Source: an optimization exercise on an open RTL-to-GDS flow (aim: small area, a short achievable clock period and few clock cycles per item). Production flows keep margins and buffers that such runs may drop.
At most, simulation tests tie the RTL to the original design; equivalence was not proved.

==> flow/design.v <==
`timescale 1ns / 1ps
module FP16_div(
    input [15:0]data_dividend,
    input [15:0]data_divisor,
    input input_valid,
    input clk,
    input rst,
    output [15:0]data_q,
    output reg output_update,
    output reg idle
    );
    reg found;               
    reg s;                   
    reg [12:0] X;            
    reg [10:0] D;            
    reg [6:0] F;             
    reg [10:0] M;            
    assign data_q = {s, F[4:0], M[9:0]};
    wire busy = ~idle;
    wire load = input_valid & idle;
    wire [4:0] ea = data_dividend[14:10];
    wire [4:0] eb = data_divisor[14:10];
    wire ea_nz = |ea;
    wire eb_nz = |eb;
    wire [12:0] X_in = ea_nz ? {2'b00, 1'b1, data_dividend[9:0]} : {2'b00, data_dividend[9:0], 1'b0};
    wire [10:0] D_in = eb_nz ? {1'b1, data_divisor[9:0]} : {data_divisor[9:0], 1'b0};
    wire [6:0] F_in = {2'b00, ea} + {2'b00, ~eb} + 7'b1110001;    
    wire sub = ~X[12];
    wire [11:0] T = X[11:0] + ({1'b0, D} ^ {12{sub}}) + {11'd0, sub};
    wire q = ~T[11];
    wire Dz = ~|D;
    wire dn = ~D[10];
    wire last = found & M[10];
    wire f_ovf = ~F[6] & F[5] & (|F[4:0]);                
    wire f_32 = F == 7'd32;                               
    wire f_zero = $signed(F) <= -10;
    wire f_m9 = F == 7'b1110111;                          
    wire f_den = ($signed(F) >= -8) & ($signed(F) <= 1);
    wire f_two = F == 7'd2;
    wire [3:0] mk = 4'd2 - F[3:0];                        
    wire [10:0] marker = (~found & f_den) ? (11'd1 << mk) : 11'd0;
    wire ovf = Dz | (~dn & ~found & (f_ovf | (f_32 & q)));
    wire done = ovf | (~dn & (found ? M[10] : (f_zero | f_m9)));
    wire [6:0] Fpm = F + ((found | dn) ? 7'h01 : 7'h7f);
    wire m_ones = &M[9:0];
    wire sat = m_ones & (F[4:0] == 5'd30);
    wire [9:0] M_inc = M[9:0] + 10'd1;
    wire em_zero = ~|{F[4:0], M[9:0]};
    always @(posedge clk) begin
        if (rst) begin
            idle <= 1'b1;
            output_update <= 1'b0;
        end else if (load) begin
            idle <= 1'b0;
            output_update <= 1'b0;
        end else begin
            idle <= idle | done;
            output_update <= busy & done;
        end
    end
    always @(posedge clk) begin
        if (load) begin
            X <= X_in;
            D <= D_in;
        end else if (dn) begin
            D <= {D[9:0], 1'b0};
        end else begin
            X <= {T, 1'b0};
        end
    end
    always @(posedge clk) begin
        if (load) begin
            s <= data_dividend[15] ^ data_divisor[15];
            F <= F_in;
            M <= 11'd0;
            found <= 1'b0;
        end else if (ovf) begin
            F <= 7'd30;
            M <= 11'h3ff;
        end else if (dn) begin
            F <= Fpm;
        end else if (found) begin
            if (M[10]) begin
                if (q & ~sat) begin
                    M[9:0] <= M_inc;
                    if (m_ones) F <= Fpm;
                end
                if (em_zero & ~q) s <= 1'b0;
            end else begin
                M <= {M[9:0], q};
            end
        end else begin
            M <= {10'd0, (q | f_two) & ~f_zero} | marker;
            found <= q | f_two | f_den | f_zero | f_m9;      
            if (f_zero) s <= 1'b0;
            if (f_m9) s <= s & q;
            if (f_zero | f_m9 | f_den) F <= 7'd0;
            else if (f_two) F <= {6'd0, q};
            else F <= Fpm;
        end
    end
endmodule
export LEC_CHECK = 0
export CAP_MARGIN = 20
export CORE_MARGIN = 2
export CORE_UTILIZATION = 40
export SETUP_SLACK_MARGIN = 1.5
export SLEW_MARGIN = 20
create_clock -name core_clock -period 5.0 [get_ports {clk}]
standard.sh (not shown) runs the stock make flow with config.mk's settings and CLKGATE_MAP_FILE= SYNTH_SCRIPT=/design/flow/synth_recipe.tcl, a recipe that flattens the netlist after the stock synthesis.
==> flow/flow/run.sh <==
#!/bin/bash
# Standard layout, with the port buffers made from buf_2 cells.
set -euo pipefail
export BUFFER_PORTS_ARGS="-buffer_cell sky130_fd_sc_hd__buf_2"
bash standard.sh > standard.log 2>&1
Next try:
==> flow/run.sh (new file) <==
#!/bin/bash
# synth_recipe.tcl (not shown) runs the flow's synth.tcl, then flattens the netlist and writes it again
# the make line also repeats each setting of config.mk as NAME=value (left out here)
make -C /OpenROAD-flow-scripts/flow DESIGN_CONFIG=/design/flow/config.mk WORK_HOME=/design/flow/orfs CLKGATE_MAP_FILE= SYNTH_SCRIPT=/design/flow/synth_recipe.tcl finish
removed: flow/flow/run.sh
removed: flow/standard.sh
=>
- design area came out higher by 5.5%
- synthesized cell count does not change
- die area is unchanged
- synthesized area stays the same
- setup slack loses 0.0059 ns
- utilization grows by 2.5 points
- global-route usage is about the same
- register-to-register slack is about the same
- hold slack improves by 0.018 ns
Next try:
==> flow/flow/run.sh (new file) <==
#!/bin/bash
# Standard layout, with the port buffers made from buf_2 cells.
set -euo pipefail
export BUFFER_PORTS_ARGS="-buffer_cell sky130_fd_sc_hd__buf_2"
bash standard.sh > standard.log 2>&1
==> flow/standard.sh (new file) <==
#!/bin/bash
# synth_recipe.tcl (not shown) runs the flow's synth.tcl, then flattens the netlist and writes it again
# the make line also repeats each setting of config.mk as NAME=value (left out here)
make -C /OpenROAD-flow-scripts/flow DESIGN_CONFIG=/design/flow/config.mk WORK_HOME=/design/flow/orfs CLKGATE_MAP_FILE= SYNTH_SCRIPT=/design/flow/synth_recipe.tcl "${@:-finish}"
Settings changed: SETUP_SLACK_MARGIN 1.5 to 2.0.
removed: flow/run.sh
Setup slack is better by 0.18 ns; global-route usage is higher by 1.1 points; final cell count is higher by 3.6%; hold slack is worse by 0.025 ns; core utilization is higher by 0.85 points; die area stays the same.
Next try:
Settings changed: CORE_UTILIZATION 40 to 65, SETUP_SLACK_MARGIN 2.0 to 1.5.
After rerunning:
- hold slack improves by 0.015 ns
- area after synthesis does not change
- count of clock-buffer cells in the layout is lower by 1
- setup slack gets worse by 0.24 ns
- final area shrinks by a little under a tenth
No functional check of the RTL was part of any run of this note.

Another version of the RTL of FP16_div (not shown whole).
Size in the first run: about 590 cells after synthesis, ~49 flip-flops, roughly 53 I/O pins.
## FP16_div
module FP16_div(
    input [15:0]data_dividend,
    input [15:0]data_divisor,
    input input_valid,
    input clk,
    input rst,
    output [15:0]data_q,
    output reg output_update,
    output reg idle
    );
    reg found;               
    reg st;                  
    reg qr1, qr2;            
    reg s;                   
    reg rnd;                 
    reg ltr;                 
    reg [11:0] X;            
    reg [10:0] D;            
    reg [6:0] E;             
    reg [9:0] M;             
    wire busy = ~idle;
    wire load = input_valid & idle;
    wire [4:0] ea = data_dividend[14:10];
    wire [4:0] eb = data_divisor[14:10];
    wire ea_nz = |ea;
    wire eb_nz = |eb;
    wire lt = ea_nz & eb_nz & (data_dividend[9:6] < data_divisor[9:6]);
    wire [11:0] X_in = lt ? {1'b1, data_dividend[9:0], 1'b0} : {1'b0, ea_nz, data_dividend[9:0]};
    wire [10:0] D_in = {eb_nz, data_divisor[9:0]};
    wire [4:0] ex = {ea[4:1], ea[0] | ~ea_nz};
    wire [4:0] ed = {eb[4:1], eb[0] | ~eb_nz};
    wire [6:0] E_in = {2'b00, ex} + {2'b00, ~ed} + 7'b1110000;    
    wire [11:0] nD = ~{1'b0, D};
    wire [11:0] X2 = {X[10:0], 1'b0};
    wire [11:0] A = X[11:0] + nD + 12'd1;                      
    wire [11:0] B = X2 + nD + 12'd1;                           
    wire [11:0] D2 = {D, 1'b0};
    wire [11:0] Dd = {1'b0, D};
    wire [11:0] X2c = {X[10:0], 1'b1};
    wire [11:0] cs_s = X2c ^ Dd ^ D2;
    wire [11:0] cs_c = (X2c & ~(Dd & D2)) | ~(Dd | D2);
    wire [11:0] C = cs_s + {cs_c[10:0], 1'b0} + 12'd1;         
    wire q1 = ~A[11];
    wire q2 = q1 ? ~C[11] : ~B[11];
    wire [10:0] P_hi = C[11] ? {A[9:0], 1'b0} : C[10:0];      
    wire [10:0] P_lo = B[11] ? {X[9:0], 1'b0} : B[10:0];      
    wire [10:0] P = q1 ? P_hi : P_lo;
    wire Dz = ~|D;
    wire dn = ~D[10];
    wire signed [6:0] Es = E;
    wire e_ovf = ltr ? (Es >= 33) : (Es >= 32);
    wire e31 = E == 7'd31;
  ...
clock: 5.0 ns
lec_check: 0
cap_margin: 20
core_margin: 2
core_utilization: 40
cts_buf_list: sky130_fd_sc_hd__clkbuf_8
cts_cluster_size: 30
setup_slack_margin: 1.65
slew_margin: 20
==> flow/flow/run.sh <==
#!/bin/bash
# Standard layout, with the port buffers made from buf_2 cells.
set -euo pipefail
export BUFFER_PORTS_ARGS="-buffer_cell sky130_fd_sc_hd__buf_2"
bash standard.sh > standard.log 2>&1
The starting point finished with timing, DRC and antenna clean.
Testbench counts at the start, summed over its fixed seeds: cycles 48,597, items 8,000.
Edit:
- ABC_AREA: default -> 1
- CTS_BUF_LIST: sky130_fd_sc_hd__clkbuf_8 -> sky130_fd_sc_hd__clkbuf_4 sky130_fd_sc_hd__clkbuf_8
- CTS_CLUSTER_SIZE: 30 -> default
- SETUP_SLACK_MARGIN: 1.65 -> 2.0
=> The changed run finished clean; worst setup slack gets better by 190 ps; routed wire length came out higher by 21%; via count increases by 23%.
Edit:
- ABC_AREA: 1 -> default
- SETUP_SLACK_MARGIN: 2.0 -> 1.8
=>
- maximum frequency decreases by a few percent
- non-clock buffer count climbs by 15
- worst setup slack is worse by 190 ps
Edit:
- SETUP_SLACK_MARGIN: 1.8 -> 1.5
Die area does not change.
Worst setup slack degrades by 60 ps.
Utilization shrinks by 2.4 points.
Routed wire length goes down by about 8%.
Area after synthesis stays the same.
Edit:
- ABC_AREA: default -> 1
- SETUP_SLACK_MARGIN: 1.5 -> 1.65
- worst setup slack gets better by 66 ps
- non-clock buffer count fell by 21
- via count rose by 23%
- wire length rose by 19%
Edit:
==> flow/flow/run.sh (replaced) <==
#!/bin/bash
# Standard layout; the port buffers are placed by flow/bufports.tcl (buf_1 on
# inputs, buf_2 on outputs) instead of by the standard global-placement step.
set -euo pipefail
export DONT_BUFFER_PORTS=1
export PRE_GLOBAL_PLACE_TCL="$PWD/flow/bufports.tcl"
bash standard.sh > standard.log 2>&1
==> flow/flow/bufports.tcl (new file) <==
# Port buffers: buf_1 on the inputs, buf_2 on the outputs.
buffer_ports -inputs -buffer_cell sky130_fd_sc_hd__buf_1
buffer_ports -outputs -buffer_cell sky130_fd_sc_hd__buf_2
- ABC_AREA: 1 -> default
Effect: Via count went down by 21%; synthesized cell count fell by 32%; first-iteration DRC count goes down by 36%; design area goes down by 10%; final cell count came out lower by 30%; setup slack is better by 5.0 ps; die area is lower by 11%; clock-buffer cell count is unchanged.

==> port drivers added, routing unchanged <==
How much do the figures lean on ideal ports? The routed layouts below were timed once more, with nothing changed but the port constraints. Step 1, drivers: a clkbuf_16 drives clk and a buf_2 each remaining input, both assumed. Step 2 times the ports against the registers' clock, not the clock port: input delays grow and output delays shrink by t, the midpoint of the rising clock arrivals with the driver on. Slacks: ideal ports / drivers / drivers and shift; pairs: ideal ports / drivers.
run	t (ns)	setup slack, ns	clock arrival spread, ns	slew at the worst register clock pin (ns)	worst data-port slew with drivers (ns)
the first run of note 1	0.332	1.736 / 1.736 / 1.736	0.011 / 0.011	0.10 / 0.10	0.03
the second run of note 1	0.336	1.730 / 1.733 / 1.402	0.007 / 0.008	0.09 / 0.09	0.03
the third run of note 1	0.323	1.907 / 1.907 / 1.861	0.015 / 0.014	0.10 / 0.10	0.03
the fourth run of note 1	0.332	1.667 / 1.667 / 1.667	0.015 / 0.015	0.10 / 0.10	0.04
the first run of note 2	0.339	1.741 / 1.710 / 1.428	0.012 / 0.012	0.10 / 0.10	0.04
the second run of note 2	0.338	1.928 / 1.898 / 1.865	0.006 / 0.006	0.10 / 0.10	0.04
the third run of note 2	0.329	1.737 / 1.737 / 1.607	0.015 / 0.015	0.09 / 0.09	0.05
the fourth run of note 2	0.338	1.677 / 1.659 / 1.384	0.013 / 0.013	0.10 / 0.10	0.03
the fifth run of note 2	0.338	1.743 / 1.712 / 1.798	0.007 / 0.007	0.10 / 0.10	0.04
the sixth run of note 2	0.345	1.748 / 1.715 / 1.545	0.009 / 0.009	0.10 / 0.10	0.12
After both steps every run listed still meets setup and hold. For the second run of note 1, which loses most, drivers alone change the setup slack by +0.003 ns; drivers and shift together by -0.328 ns.
